This design comes from an exercise in tuning for small area on the open sky130 flow, not from production work.
In this exercise RTL edits were held to simulation tests only and were not proved equivalent to the original.
No driver is modelled on the clock port, so clock power and skew are understated where the tree is cut down; a real chip needs a root buffer or a tree.
Power is estimated from default activity; no workload was simulated.

## exp/yarrow
==> module clockDivider, before the edit <==
module clockDivider(
    input i_clk,
    input i_reset,
    output [1:0] o_counter,
    output [1:0] o_sel,
    output o_thou,
    output o_wrapt,
    output o_start
    );
    reg [2:0] r_s;
    reg       r_p;
    reg [1:0] r_k;
    reg [2:0] r_c;
    wire w_kStep = r_s[2] & ~r_s[1] & ~r_p;
    wire w_x0 = ~(r_k[0] ^ r_s[0]);
    wire w_x1 = ~(r_k[0] ^ r_s[1]);
    assign o_thou  = ~r_p & w_x1;
    assign o_wrapt = r_p & w_x0;
    assign o_sel   = {r_k[1] ^ (r_p ? w_x0 : r_s[1]), ~(r_k[0] ^ r_p)};
    assign o_counter = r_k;
    assign o_start = r_s[1] & r_s[0] & r_p & r_k[1] & ~r_k[0] & ~r_c[2] & ~r_c[0];
    always @(posedge i_clk or posedge i_reset) begin
        if (i_reset) begin
            r_s <= 0;
            r_p <= 0;
            r_k <= 0;
            r_c <= 0;
        end
        else begin
            r_s <= {r_s[1:0], ~(r_s[2] | r_s[1])};
            r_p <= ~r_p;
            r_k <= {r_k[1] ^ (w_kStep & r_k[0]), r_k[0] ^ w_kStep};
            if (w_kStep)
                r_c <= {r_c[1:0], ~(r_c[2] | r_c[1])};
        end
    end
endmodule
==> module counterData, before the edit <==
module counterData(
    input i_clk,
    input i_reset,
    input i_thou,
    input i_wrapt,
    input i_start,
    output [3:0] o_slot0, o_slot1, o_slot2, o_slot3
    );
    reg  [3:0] r_slot0, r_slot1, r_slot2, r_slot3;
    reg        r_carry;
    reg        r_ov;
    wire [3:0] w_next;
    wire       w_carry;
    assign o_slot0 = r_slot0;
    assign o_slot1 = r_slot1;
    assign o_slot2 = r_slot2;
    assign o_slot3 = r_slot3;
    wire w_thou = i_thou;
    wire w_cin  = i_start | r_carry;
    bcdDigit inc(.r_d(r_slot0), .i_en(w_cin), .o_next(w_next), .o_carry(w_carry));
    wire w_wrap = i_wrapt & r_ov
                & r_slot0[1] & r_slot0[0]      
                & r_slot1[2] & r_slot1[1]      
                & r_slot2[2]                   
                & r_slot3[3];                  
    always @(posedge i_clk or posedge i_reset) begin
        if (i_reset) begin
            r_slot0 <= 0;
            r_slot1 <= 0;
            r_slot2 <= 0;
            r_slot3 <= 0;
            r_carry <= 0;
            r_ov <= 0;
        end
        else begin
            r_slot0 <= {r_slot1[3], r_slot1[2:1] & {2{~w_wrap}}, r_slot1[0]};
            r_slot1 <= {r_slot2[3], r_slot2[2] & ~w_wrap, r_slot2[1:0]};
            r_slot2 <= {r_slot3[3] & ~w_wrap, r_slot3[2:0]};
            r_slot3 <= {w_next[3:2], w_next[1:0] & {2{~w_wrap}}};
            r_carry <= w_carry & ~w_thou;
            r_ov    <= (r_ov | (w_carry & w_thou)) & ~w_wrap;
        end
    end
endmodule
==> module upCounter, before the edit <==
module upCounter(
    input i_clk,
    input i_reset,
    output [3:0] o_fndDigit,
    output [7:0] o_fndData
    );
    wire       w_start, w_thou, w_wrapt;
    wire [1:0] w_counter, w_sel;
    wire [3:0] w_slot0, w_slot1, w_slot2, w_slot3, w_data;
    clockDivider clkDiv(
        .i_clk(i_clk),
        .i_reset(i_reset),
        .o_counter(w_counter),
        .o_sel(w_sel),
        .o_thou(w_thou),
        .o_wrapt(w_wrapt),
        .o_start(w_start)
    );
    decoder2x4 deco2x4(
        .i_counter(w_counter),
        .o_fndDigit(o_fndDigit)
    );
    counterData cntData(
        .i_clk(i_clk),
        .i_reset(i_reset),
        .i_thou(w_thou),
        .i_wrapt(w_wrapt),
        .i_start(w_start),
        .o_slot0(w_slot0),
        .o_slot1(w_slot1),
        .o_slot2(w_slot2),
        .o_slot3(w_slot3)
    );
    MUX4 mux(
        .i_slot0(w_slot0),
        .i_slot1(w_slot1),
        .i_slot2(w_slot2),
        .i_slot3(w_slot3),
        .i_sel(w_sel),
        .o_data(w_data)
    );
    BCDtoFNDdecoder bcdFndDeco(
        .i_data(w_data),
        .o_fndData(o_fndData)
    );
endmodule
==> flow/config.mk <==
export PLATFORM = sky130hd
export DESIGN_NAME = upCounter
export DESIGN_NICKNAME = upCounter
export VERILOG_FILES = /design/flow/design.v
export SDC_FILE = /design/flow/constraint.sdc
export NUM_CORES = 4
export LEC_CHECK = 0
export CAP_MARGIN = 20
export CORE_AREA = 2.3 2.72 57.04 57.12
export DIE_AREA = 0 0 59.42 59.42
export PLACE_DENSITY = 0.9
export SLEW_MARGIN = 20
==> flow/constraint.sdc <==
create_clock -name core_clock -period 120.0 [get_ports {i_clk}]
set_input_delay 24.0000 -clock core_clock [delete_from_list [all_inputs] [get_ports {i_clk}]]
set_output_delay 24.0000 -clock core_clock [all_outputs]
set_load 0.01 [all_outputs]
standard.sh (not shown) runs the stock make flow with config.mk's settings and CLKGATE_MAP_FILE= SYNTH_SCRIPT=/design/flow/synth_recipe.tcl, a recipe that flattens the netlist after the stock synthesis.
==> flow/flow/run.sh <==
#!/bin/bash
# Own layout flow: the standard synthesis, then the combinational logic between
# the registers re-mapped for area (every register cell and name kept), then
# the standard ORFS layout with 1x port buffers and a one-level clock tree
# (the clock port drives one buffer, which drives every register).
set -euo pipefail
W=$(pwd)
R=$W/orfs/results/$FLOW_PLATFORM/upCounter/base
YOSYS=$(command -v yosys || echo $FLOW_HOME/../tools/install/yosys/bin/yosys)
OPENROAD=$(command -v openroad || echo $FLOW_HOME/../tools/install/OpenROAD/bin/openroad)

bash standard.sh synth > synth.log 2>&1
cp "$R/1_2_yosys.v" "$W/std_synth.v"

"$YOSYS" -c flow/reopt.tcl > reopt.log 2>&1
cp "$W/reopt_synth.v" "$R/1_2_yosys.v"
rm -f "$R/1_synth.odb" "$R/1_synth.sdc"

export BUFFER_PORTS_ARGS="-buffer_cell sky130_fd_sc_hd__buf_1"
bash standard.sh place > place.log 2>&1

RESULTS="$R" CLOCK_PORT=i_clk CLOCK_BUF=sky130_fd_sc_hd__buf_12 CLOCK_NBUF=1 \
  "$OPENROAD" -no_init -exit flow/cts.tcl > cts.log 2>&1
cp "$R/4_1_cts.odb" "$R/4_cts.odb"

bash standard.sh finish > finish.log 2>&1
Other scripts of this flow, unchanged in this note and not shown: flow/flow/cts.tcl, flow/flow/reopt.tcl
The following lists how exp/amber was set up differently from exp/yarrow:
-- flow/design.v --
<<< exp/yarrow, line 3
    input i_clk,
    input i_reset,
    output [1:0] o_counter,
    output [1:0] o_sel,
    output o_thou,
    output o_wrapt,
    output o_start
    );
    reg [2:0] r_s;
>>> exp/amber, line 3
    input i_clk,
    input i_reset,
    input i_carry,
    output [1:0] o_counter,
    output [1:0] o_sel,
    output o_thou,
    output o_odd,
    output o_start,
    output o_carry
    );
    reg [2:0] r_s;
<<< exp/yarrow, line 15
    wire w_kStep = r_s[2] & ~r_s[1] & ~r_p;
    wire w_x0 = ~(r_k[0] ^ r_s[0]);
    wire w_x1 = ~(r_k[0] ^ r_s[1]);
    assign o_thou  = ~r_p & w_x1;
    assign o_wrapt = r_p & w_x0;
    assign o_sel   = {r_k[1] ^ (r_p ? w_x0 : r_s[1]), ~(r_k[0] ^ r_p)};
    assign o_counter = r_k;
    assign o_start = r_s[1] & r_s[0] & r_p & r_k[1] & ~r_k[0] & ~r_c[2] & ~r_c[0];
    always @(posedge i_clk or posedge i_reset) begin
        if (i_reset) begin
>>> exp/amber, line 17
    wire w_kStep = r_s[2] & ~r_s[1] & ~r_p;
    wire w_x0 = ~(r_k[0] ^ r_s[0]);
    assign o_thou  = ~r_p & ~r_s[1];
    assign o_odd   = r_p;
    assign o_sel   = {r_k[1] ^ (r_p ? w_x0 : r_s[1]), ~(r_k[0] ^ r_p)};
    assign o_counter = r_k;
    assign o_start = r_s[1] & r_s[0] & r_p & r_k[1] & ~r_k[0] & ~r_c[2] & ~r_c[0];
    assign o_carry = ~r_c[2] & r_c[1] & ~r_c[0];
    always @(posedge i_clk or posedge i_reset) begin
        if (i_reset) begin
<<< exp/yarrow, line 34
            if (w_kStep)
                r_c <= {r_c[1:0], ~(r_c[2] | r_c[1])};
        end
    end
>>> exp/amber, line 36
            if (w_kStep)
                r_c <= {r_c[1:0], ~(r_c[2] | r_c[1])};
            else
                r_c <= {r_c[2], i_carry | (r_c[1] & (r_c[2] | r_c[0])), r_c[0]};
        end
    end
<<< exp/yarrow, line 60
    input i_reset,
    input i_thou,
    input i_wrapt,
    input i_start,
    output [3:0] o_slot0, o_slot1, o_slot2, o_slot3
    );
    reg  [3:0] r_slot0, r_slot1, r_slot2, r_slot3;
    reg        r_carry;
    reg        r_ov;
    wire [3:0] w_next;
>>> exp/amber, line 64
    input i_reset,
    input i_thou,
    input i_odd,
    input i_start,
    input i_carry,
    output [3:0] o_slot0, o_slot1, o_slot2, o_slot3,
    output o_carry
    );
    reg  [3:0] r_slot0, r_slot1, r_slot2, r_slot3;
    reg        r_ov;
    wire [3:0] w_next;
<<< exp/yarrow, line 74
    assign o_slot3 = r_slot3;
    wire w_thou = i_thou;
    wire w_cin  = i_start | r_carry;
    bcdDigit inc(.r_d(r_slot0), .i_en(w_cin), .o_next(w_next), .o_carry(w_carry));
    wire w_wrap = i_wrapt & r_ov
                & r_slot0[1] & r_slot0[0]      
                & r_slot1[2] & r_slot1[1]      
>>> exp/amber, line 79
    assign o_slot3 = r_slot3;
    wire w_thou = i_thou;
    wire w_cin  = i_start | i_carry;
    bcdDigit inc(.r_d(r_slot0), .i_en(w_cin), .o_next(w_next), .o_carry(w_carry));
    assign o_carry = w_carry & ~w_thou;
    wire w_wrap = i_odd & r_ov
                & r_slot0[1] & r_slot0[0]      
                & r_slot1[2] & r_slot1[1]      
<<< exp/yarrow, line 87
            r_slot2 <= 0;
            r_slot3 <= 0;
            r_carry <= 0;
            r_ov <= 0;
        end
>>> exp/amber, line 93
            r_slot2 <= 0;
            r_slot3 <= 0;
            r_ov <= 0;
        end
<<< exp/yarrow, line 95
            r_slot2 <= {r_slot3[3] & ~w_wrap, r_slot3[2:0]};
            r_slot3 <= {w_next[3:2], w_next[1:0] & {2{~w_wrap}}};
            r_carry <= w_carry & ~w_thou;
            r_ov    <= (r_ov | (w_carry & w_thou)) & ~w_wrap;
        end
>>> exp/amber, line 100
            r_slot2 <= {r_slot3[3] & ~w_wrap, r_slot3[2:0]};
            r_slot3 <= {w_next[3:2], w_next[1:0] & {2{~w_wrap}}};
            r_ov    <= (r_ov | (w_carry & w_thou)) & ~w_wrap;
        end
<<< exp/yarrow, line 160
    output [7:0] o_fndData
    );
    wire       w_start, w_thou, w_wrapt;
    wire [1:0] w_counter, w_sel;
    wire [3:0] w_slot0, w_slot1, w_slot2, w_slot3, w_data;
>>> exp/amber, line 164
    output [7:0] o_fndData
    );
    wire       w_start, w_thou, w_odd, w_carryIn, w_carryOut;
    wire [1:0] w_counter, w_sel;
    wire [3:0] w_slot0, w_slot1, w_slot2, w_slot3, w_data;
<<< exp/yarrow, line 166
        .i_clk(i_clk),
        .i_reset(i_reset),
        .o_counter(w_counter),
        .o_sel(w_sel),
        .o_thou(w_thou),
        .o_wrapt(w_wrapt),
        .o_start(w_start)
    );
    decoder2x4 deco2x4(
>>> exp/amber, line 170
        .i_clk(i_clk),
        .i_reset(i_reset),
        .i_carry(w_carryOut),
        .o_counter(w_counter),
        .o_sel(w_sel),
        .o_thou(w_thou),
        .o_odd(w_odd),
        .o_start(w_start),
        .o_carry(w_carryIn)
    );
    decoder2x4 deco2x4(
<<< exp/yarrow, line 180
        .i_reset(i_reset),
        .i_thou(w_thou),
        .i_wrapt(w_wrapt),
        .i_start(w_start),
        .o_slot0(w_slot0),
        .o_slot1(w_slot1),
        .o_slot2(w_slot2),
        .o_slot3(w_slot3)
    );
    MUX4 mux(
>>> exp/amber, line 186
        .i_reset(i_reset),
        .i_thou(w_thou),
        .i_odd(w_odd),
        .i_start(w_start),
        .i_carry(w_carryIn),
        .o_slot0(w_slot0),
        .o_slot1(w_slot1),
        .o_slot2(w_slot2),
        .o_slot3(w_slot3),
        .o_carry(w_carryOut)
    );
    MUX4 mux(
### Flow results
exp/amber did not stop at any stage, and its layout met the timing, DRC and antenna checks.
Looking at detailed-routed wire length on met2, exp/amber sits above exp/yarrow.
Diff exp/yarrow and exp/amber: slew of the pin with the lowest slew margin higher in exp/amber
Worst setup timing slack at the placement stage, exp/yarrow and exp/amber: higher on exp/amber
exp/amber reports a lower part of the cycle the worst path needs than exp/yarrow does.
Cell area: exp/amber vs exp/yarrow down about 2.3%
Delta(setup slack, exp/amber - exp/yarrow) > 0
Against exp/yarrow, exp/amber reports a switching component of the power that is lower.
Comparing logic depth of the worst register-to-register path for exp/yarrow and exp/amber, the bigger number came from exp/yarrow.
From exp/yarrow to exp/amber the numbers moved as follows: critical path depth decreased by 2 relative to the old numbers, internal power consumption fell by about 3%.
exp/amber gives less global-route met1 utilization than exp/yarrow did.
All-layer global routing usage: exp/amber vs exp/yarrow down 0.53 points
No run of this note takes its clock network from TritonCTS; it comes from the design's own scripts or RTL.

[separate check: timing with driven ports]
How much do the figures lean on ideal ports? The routed layouts below were timed once more, with nothing changed but the port constraints. Step 1, drivers: a clkbuf_16 drives i_clk and a buf_2 each remaining input, both assumed. Step 2 moves the port delays by t, midway between the first and last clock arrival at a register: inputs arrive t later, outputs are due t later. That takes back most of the time a late clock gives input paths. Slacks: no drivers / after step 1 / after step 2; pairs: no drivers / after step 1.
run | t, ns | setup slack, ns | worst hold slack (ns) | worst register clock-pin slew, ns | worst data-port slew with drivers (ns)
exp/yarrow | 0.164 | 92.758 / 92.728 / 92.891 | 0.387 / 0.387 / 0.387 | 0.10 / 0.10 | 0.03
exp/amber | 0.157 | 93.362 / 93.332 / 93.489 | 0.381 / 0.381 / 0.381 | 0.09 / 0.09 | 0.03
After both steps setup and hold are still met in every run listed.
